This design comes from an exercise in tuning for small area on the open sky130 flow, not from production work. RTL that was checked went through simulation tests only; none was proved equivalent to the original. Power is estimated from default activity; no workload was simulated.

## the reference run
==> module pipeline_top, before the edit <==
module pipeline_top(
    input         clk,
    input         reset,
    output [8:0]  imem_addr,
    input  [31:0] imem_rdata,
    output [7:0]  dmem_addr,
    input  [63:0] dmem_rdata,
    output [63:0] dmem_wdata,
    output        dmem_we
    );
    reg [8:0] pc;
    always @(posedge clk or posedge reset)
        if (reset) pc <= 9'd0;
        else       pc <= pc + 9'd1;
    assign imem_addr = pc;
    wire [3:0] f_op    = imem_rdata[31:28];
    wire       f_load  = (f_op == 4'b1010);
    wire       f_store = (f_op == 4'b1011);
    wire       f_wreg  = ~(f_store | (f_op == 4'b1111));
    wire [1:0] f_dst   = f_load ? imem_rdata[27:26] : imem_rdata[23:22];
    reg       d_store, d_wreg;
    reg       d_load;
    reg [1:0] d_ra, d_dst;
    reg [7:0] d_addr;
    always @(posedge clk or posedge reset)
        if (reset) begin
            d_store <= 1'b0;
            d_wreg  <= 1'b0;
        end else begin
            d_store <= f_store;
            d_wreg  <= f_wreg;
        end
    always @(posedge clk) begin
        d_load <= f_load;
        d_ra   <= imem_rdata[27:26];
        d_dst  <= f_dst;
        d_addr <= imem_rdata[21:14];
    end
    reg [63:0] r0, r1, r2, r3;
    reg [3:0]  valid;
    wire [3:0] rsel;
    assign rsel[0] = valid[0] & (d_ra == 2'd0);
    assign rsel[1] = valid[1] & (d_ra == 2'd1);
    assign rsel[2] = valid[2] & (d_ra == 2'd2);
    assign rsel[3] = valid[3] & (d_ra == 2'd3);
    wire [63:0] rdata = ({64{rsel[0]}} & r0) | ({64{rsel[1]}} & r1) |
                        ({64{rsel[2]}} & r2) | ({64{rsel[3]}} & r3);
    reg        e_store, e_wreg;
    reg        e_load;
    reg [1:0]  e_dst;
    reg [7:0]  e_addr;
    reg [63:0] e_val;
    always @(posedge clk or posedge reset)
        if (reset) begin
            e_store <= 1'b0;
            e_wreg  <= 1'b0;
        end else begin
            e_store <= d_store;
            e_wreg  <= d_wreg;
        end
    always @(posedge clk) begin
        e_load <= d_load;
        e_dst  <= d_dst;
        e_addr <= d_addr;
        e_val  <= rdata;
    end
    reg        m_store, m_wreg;
    reg        m_load;
    reg [1:0]  m_dst;
    reg [7:0]  m_addr;
    reg [63:0] m_val;
    always @(posedge clk or posedge reset)
        if (reset) begin
            m_store <= 1'b0;
            m_wreg  <= 1'b0;
        end else begin
            m_store <= e_store;
            m_wreg  <= e_wreg;
        end
    always @(posedge clk) begin
        m_load <= e_load;
        m_dst  <= e_dst;
        m_addr <= e_addr;
        m_val  <= e_val;
    end
    assign dmem_we    = m_store;
    assign dmem_addr  = m_addr;
    assign dmem_wdata = m_val;
    reg        w_wreg;
    reg [1:0]  w_dst;
    reg [63:0] w_val;
    always @(posedge clk or posedge reset)
        if (reset) w_wreg <= 1'b0;
        else       w_wreg <= m_wreg;
    always @(posedge clk) begin
        w_dst <= m_dst;
        w_val <= m_load ? dmem_rdata : m_val;
    end
    wire [3:0] we;
    assign we[0] = w_wreg & (w_dst == 2'd0);
    assign we[1] = w_wreg & (w_dst == 2'd1);
    assign we[2] = w_wreg & (w_dst == 2'd2);
    assign we[3] = w_wreg & (w_dst == 2'd3);
    always @(posedge clk or posedge reset)
        if (reset) valid <= 4'b0;
        else       valid <= valid | we;
    always @(posedge clk) begin
        if (we[0]) r0 <= w_val;
        if (we[1]) r1 <= w_val;
        if (we[2]) r2 <= w_val;
        if (we[3]) r3 <= w_val;
    end
endmodule
clock: 5.0 ns
lec_check: 0
cap_margin: 20
core_margin: 2
core_utilization: 40
slew_margin: 20
run.sh (not shown) runs the stock make flow with config.mk's settings and CLKGATE_MAP_FILE= SYNTH_SCRIPT=/design/flow/synth_recipe.tcl, a recipe that flattens the netlist after the stock synthesis.
--- input diff the reference run..the trial run ---
--- a/flow/design.v
+++ b/flow/design.v
@@ -104,11 +104,11 @@
     assign we[3] = w_wreg & (w_dst == 2'd3);
     always @(posedge clk or posedge reset)
         if (reset) valid <= 4'b0;
         else       valid <= valid | we;
     always @(posedge clk) begin
-        if (we[0]) r0 <= w_val;
-        if (we[1]) r1 <= w_val;
-        if (we[2]) r2 <= w_val;
-        if (we[3]) r3 <= w_val;
+        r0 <= ({64{we[0]}} & w_val) | ({64{~we[0]}} & r0);
+        r1 <= ({64{we[1]}} & w_val) | ({64{~we[1]}} & r1);
+        r2 <= ({64{we[2]}} & w_val) | ({64{~we[2]}} & r2);
+        r3 <= ({64{we[3]}} & w_val) | ({64{~we[3]}} & r3);
     end
 endmodule
Notes after the runs:
Post-detailed-route wirelength per cell went up slightly going from the reference run to the trial run. On via count, the reference run tracks the trial run almost exactly. Going from the reference run to the trial run, the met3 layer wire length in the routed design was found to have gone up by 69 um. The reference run -> the trial run: effective utilization at floorplan flat. The trial run against the reference run: final hold slack ~0 delta, layout net count closely matched the old numbers. Number of global-route vias before repair in the trial run is about 1.7% above the reference run. Compared with the reference run, the trial run shows a combinational cell fraction of total power that is 0.2 points lower. As far as placed cell count is concerned, the trial run and the reference run perform about the same. Relative to the reference run, the maximum operating frequency measured on the trial run has increased by more than 10%. Against the reference run, post-layout total power in the trial run came out worse.
No functional check of the RTL was part of any run of this note.

* * *

JK:
The RTL this note starts from:
==> flow/design.v <==
`timescale 1ns / 1ps
module pipeline_top(
    input         clk,
    input         reset,
    output [8:0]  imem_addr,
    input  [31:0] imem_rdata,
    output [7:0]  dmem_addr,
    input  [63:0] dmem_rdata,
    output [63:0] dmem_wdata,
    output        dmem_we
    );
    reg [8:0] pc;
    always @(posedge clk or posedge reset)
        if (reset) pc <= 9'd0;
        else       pc <= pc + 9'd1;
    assign imem_addr = pc;
    wire [3:0] f_op    = imem_rdata[31:28];
    wire       f_load  = (f_op == 4'b1010);
    wire       f_store = (f_op == 4'b1011);
    wire       f_wreg  = ~(f_store | (f_op == 4'b1111));
    wire       f_mem   = f_load | f_store;
    wire [1:0] f_dst   = f_load ? imem_rdata[27:26] : imem_rdata[23:22];
    reg       d_mem, d_wreg;
    reg [1:0] d_ra, d_dst;
    reg [7:0] d_addr;
    always @(posedge clk or posedge reset)
        if (reset) begin
            d_mem  <= 1'b0;
            d_wreg <= 1'b0;
        end else begin
            d_mem  <= f_mem;
            d_wreg <= f_wreg;
        end
    always @(posedge clk) begin
        d_ra   <= imem_rdata[27:26];
        d_dst  <= f_dst;
        d_addr <= imem_rdata[21:14];
    end
    reg [63:0] r0, r1, r2, r3;
    reg [3:0]  valid;
    wire [3:0] rsel;
    assign rsel[0] = valid[0] & (d_ra == 2'd0);
    assign rsel[1] = valid[1] & (d_ra == 2'd1);
    assign rsel[2] = valid[2] & (d_ra == 2'd2);
    assign rsel[3] = valid[3] & (d_ra == 2'd3);
    wire [63:0] rdata = ({64{rsel[0]}} & r0) | ({64{rsel[1]}} & r1) |
                        ({64{rsel[2]}} & r2) | ({64{rsel[3]}} & r3);
    reg        e_mem, e_wreg;
    reg [1:0]  e_dst;
    reg [7:0]  e_addr;
    reg [63:0] e_val;
    always @(posedge clk or posedge reset)
        if (reset) begin
            e_mem  <= 1'b0;
            e_wreg <= 1'b0;
        end else begin
            e_mem  <= d_mem;
            e_wreg <= d_wreg;
        end
    always @(posedge clk) begin
        e_dst  <= d_dst;
        e_addr <= d_addr;
        e_val  <= rdata;
    end
    reg        m_mem, m_wreg;
    reg [1:0]  m_dst;
    reg [7:0]  m_addr;
    reg [63:0] m_val;
    always @(posedge clk or posedge reset)
        if (reset) begin
            m_mem  <= 1'b0;
            m_wreg <= 1'b0;
        end else begin
            m_mem  <= e_mem;
            m_wreg <= e_wreg;
        end
    always @(posedge clk) begin
        m_dst  <= e_dst;
        m_addr <= e_addr;
        m_val  <= e_val;
    end
    wire   m_load     = m_mem & m_wreg;
    assign dmem_we    = m_mem & ~m_wreg;
    assign dmem_addr  = m_addr;
    assign dmem_wdata = m_val;
    reg        w_wreg;
    reg [1:0]  w_dst;
    reg [63:0] w_val;
    always @(posedge clk or posedge reset)
        if (reset) w_wreg <= 1'b0;
        else       w_wreg <= m_wreg;
    always @(posedge clk) begin
        w_dst <= m_dst;
        w_val <= m_load ? dmem_rdata : m_val;
    end
    wire [3:0] we;
    assign we[0] = w_wreg & (w_dst == 2'd0);
    assign we[1] = w_wreg & (w_dst == 2'd1);
    assign we[2] = w_wreg & (w_dst == 2'd2);
    assign we[3] = w_wreg & (w_dst == 2'd3);
    always @(posedge clk or posedge reset)
        if (reset) valid <= 4'b0;
        else       valid <= valid | we;
    always @(posedge clk) begin
        if (we[0]) r0 <= w_val;
        if (we[1]) r1 <= w_val;
        if (we[2]) r2 <= w_val;
        if (we[3]) r3 <= w_val;
    end
endmodule
Settings: LEC_CHECK=0, CAP_MARGIN=20, CORE_MARGIN=2, CORE_UTILIZATION=40, SLEW_MARGIN=20; clock period 5.0 ns.
standard.sh (not shown) runs the stock make flow with config.mk's settings and CLKGATE_MAP_FILE= SYNTH_SCRIPT=/design/flow/synth_recipe.tcl, a recipe that flattens the netlist after the stock synthesis.
==> flow/flow/run.sh <==
#!/bin/bash
# Standard ORFS layout (standard.sh) with smaller port buffers and a tuned clock tree.
set -euo pipefail
bash standard.sh \
  BUFFER_PORTS_ARGS="-buffer_cell sky130_fd_sc_hd__buf_1" \
  CTS_ARGS="-sink_clustering_enable -repair_clock_nets -dont_use_dummy_load -buf_list sky130_fd_sc_hd__clkbuf_4 -sink_clustering_size 10 -sink_clustering_max_diameter 50"  \
  finish > standard_flow.log 2>&1
--- input diff JK..MS ---
diff --git a/flow/design.v b/flow/design.v
--- a/flow/design.v
+++ b/flow/design.v
@@ -17,22 +17,23 @@
     wire [3:0] f_op    = imem_rdata[31:28];
     wire       f_load  = (f_op == 4'b1010);
     wire       f_store = (f_op == 4'b1011);
     wire       f_wreg  = ~(f_store | (f_op == 4'b1111));
-    wire       f_mem   = f_load | f_store;
     wire [1:0] f_dst   = f_load ? imem_rdata[27:26] : imem_rdata[23:22];
-    reg       d_mem, d_wreg;
+    reg       d_store, d_wreg;
+    reg       d_load;
     reg [1:0] d_ra, d_dst;
     reg [7:0] d_addr;
     always @(posedge clk or posedge reset)
         if (reset) begin
-            d_mem  <= 1'b0;
-            d_wreg <= 1'b0;
+            d_store <= 1'b0;
+            d_wreg  <= 1'b0;
         end else begin
-            d_mem  <= f_mem;
-            d_wreg <= f_wreg;
+            d_store <= f_store;
+            d_wreg  <= f_wreg;
         end
     always @(posedge clk) begin
+        d_load <= f_load;
         d_ra   <= imem_rdata[27:26];
         d_dst  <= f_dst;
         d_addr <= imem_rdata[21:14];
     end
@@ -44,44 +45,47 @@
     assign rsel[2] = valid[2] & (d_ra == 2'd2);
     assign rsel[3] = valid[3] & (d_ra == 2'd3);
     wire [63:0] rdata = ({64{rsel[0]}} & r0) | ({64{rsel[1]}} & r1) |
                         ({64{rsel[2]}} & r2) | ({64{rsel[3]}} & r3);
-    reg        e_mem, e_wreg;
+    reg        e_store, e_wreg;
+    reg        e_load;
     reg [1:0]  e_dst;
     reg [7:0]  e_addr;
     reg [63:0] e_val;
     always @(posedge clk or posedge reset)
         if (reset) begin
-            e_mem  <= 1'b0;
-            e_wreg <= 1'b0;
+            e_store <= 1'b0;
+            e_wreg  <= 1'b0;
         end else begin
-            e_mem  <= d_mem;
-            e_wreg <= d_wreg;
+            e_store <= d_store;
+            e_wreg  <= d_wreg;
         end
     always @(posedge clk) begin
+        e_load <= d_load;
         e_dst  <= d_dst;
         e_addr <= d_addr;
         e_val  <= rdata;
     end
-    reg        m_mem, m_wreg;
+    reg        m_store, m_wreg;
+    reg        m_load;
     reg [1:0]  m_dst;
     reg [7:0]  m_addr;
     reg [63:0] m_val;
     always @(posedge clk or posedge reset)
         if (reset) begin
-            m_mem  <= 1'b0;
-            m_wreg <= 1'b0;
+            m_store <= 1'b0;
+            m_wreg  <= 1'b0;
         end else begin
-            m_mem  <= e_mem;
-            m_wreg <= e_wreg;
+            m_store <= e_store;
+            m_wreg  <= e_wreg;
         end
     always @(posedge clk) begin
+        m_load <= e_load;
         m_dst  <= e_dst;
         m_addr <= e_addr;
         m_val  <= e_val;
     end
-    wire   m_load     = m_mem & m_wreg;
-    assign dmem_we    = m_mem & ~m_wreg;
+    assign dmem_we    = m_store;
     assign dmem_addr  = m_addr;
     assign dmem_wdata = m_val;
     reg        w_wreg;
     reg [1:0]  w_dst;
--- outcome ---
From JK to MS the numbers moved as follows: overall via count from detail_route fell by 76, critical path arrival +1.69 ns, longest individual stage delay on the worst path +0.59 ns, non-clock buffer count increased by 2.3% relative to the old numbers.
JK has higher combinational gate power than MS.
MS supports a lower top clock frequency than JK.
Relative to JK, the area after synthesis of MS is lower by about 0.3%.
When MS is measured against JK, its sum of buffers and inverters on the critical path turns out 1 higher.
In terms of fraction of registers with async set or reset after synthesis, MS and JK differ only marginally.
Between MS and JK, the difference in power per standard cell area is negligible.
Lower die area among MS and JK: MS
Against JK, power in MS came out worse.
The RTL of MS was laid out without a check of its function.

port drivers added, routing unchanged:
The flow's constraints put no driver on any port. The routed layouts listed below were extracted and timed again, unchanged, in two steps. Step 1 (the two cells are an assumption about what drives the block):
set clk [get_ports {clk}]
set_driving_cell -lib_cell sky130_fd_sc_hd__clkbuf_16 $clk
set_driving_cell -lib_cell sky130_fd_sc_hd__buf_2 [delete_from_list [all_inputs] $clk]
Step 2 times the ports against the registers' clock, not the clock port: input delays grow and output delays shrink by t, the midpoint of the rising clock arrivals with the driver on. Three values: ideal ports, drivers, drivers and shift; two values: the first two.
| run | t, ns | slack for setup (ns) | clock arrival spread, ns | worst slew at a driven data input, ns | cell pins on the clock port's net |
|---|---|---|---|---|---|
| the reference run | 0.589 | 2.131 / 2.131 / 2.131 | 0.012 / 0.013 | 0.05 | 1 |
| the trial run | 0.624 | 2.431 / 2.381 / 2.559 | 0.022 / 0.022 | 0.07 | 1 |
| JK | 0.793 | 2.512 / 2.464 / 2.600 | 0.059 / 0.059 | 0.06 | 1 |
| MS | 0.807 | 2.480 / 2.480 / 2.480 | 0.081 / 0.081 | 0.04 | 1 |
After both steps setup and hold are still met in every run listed.
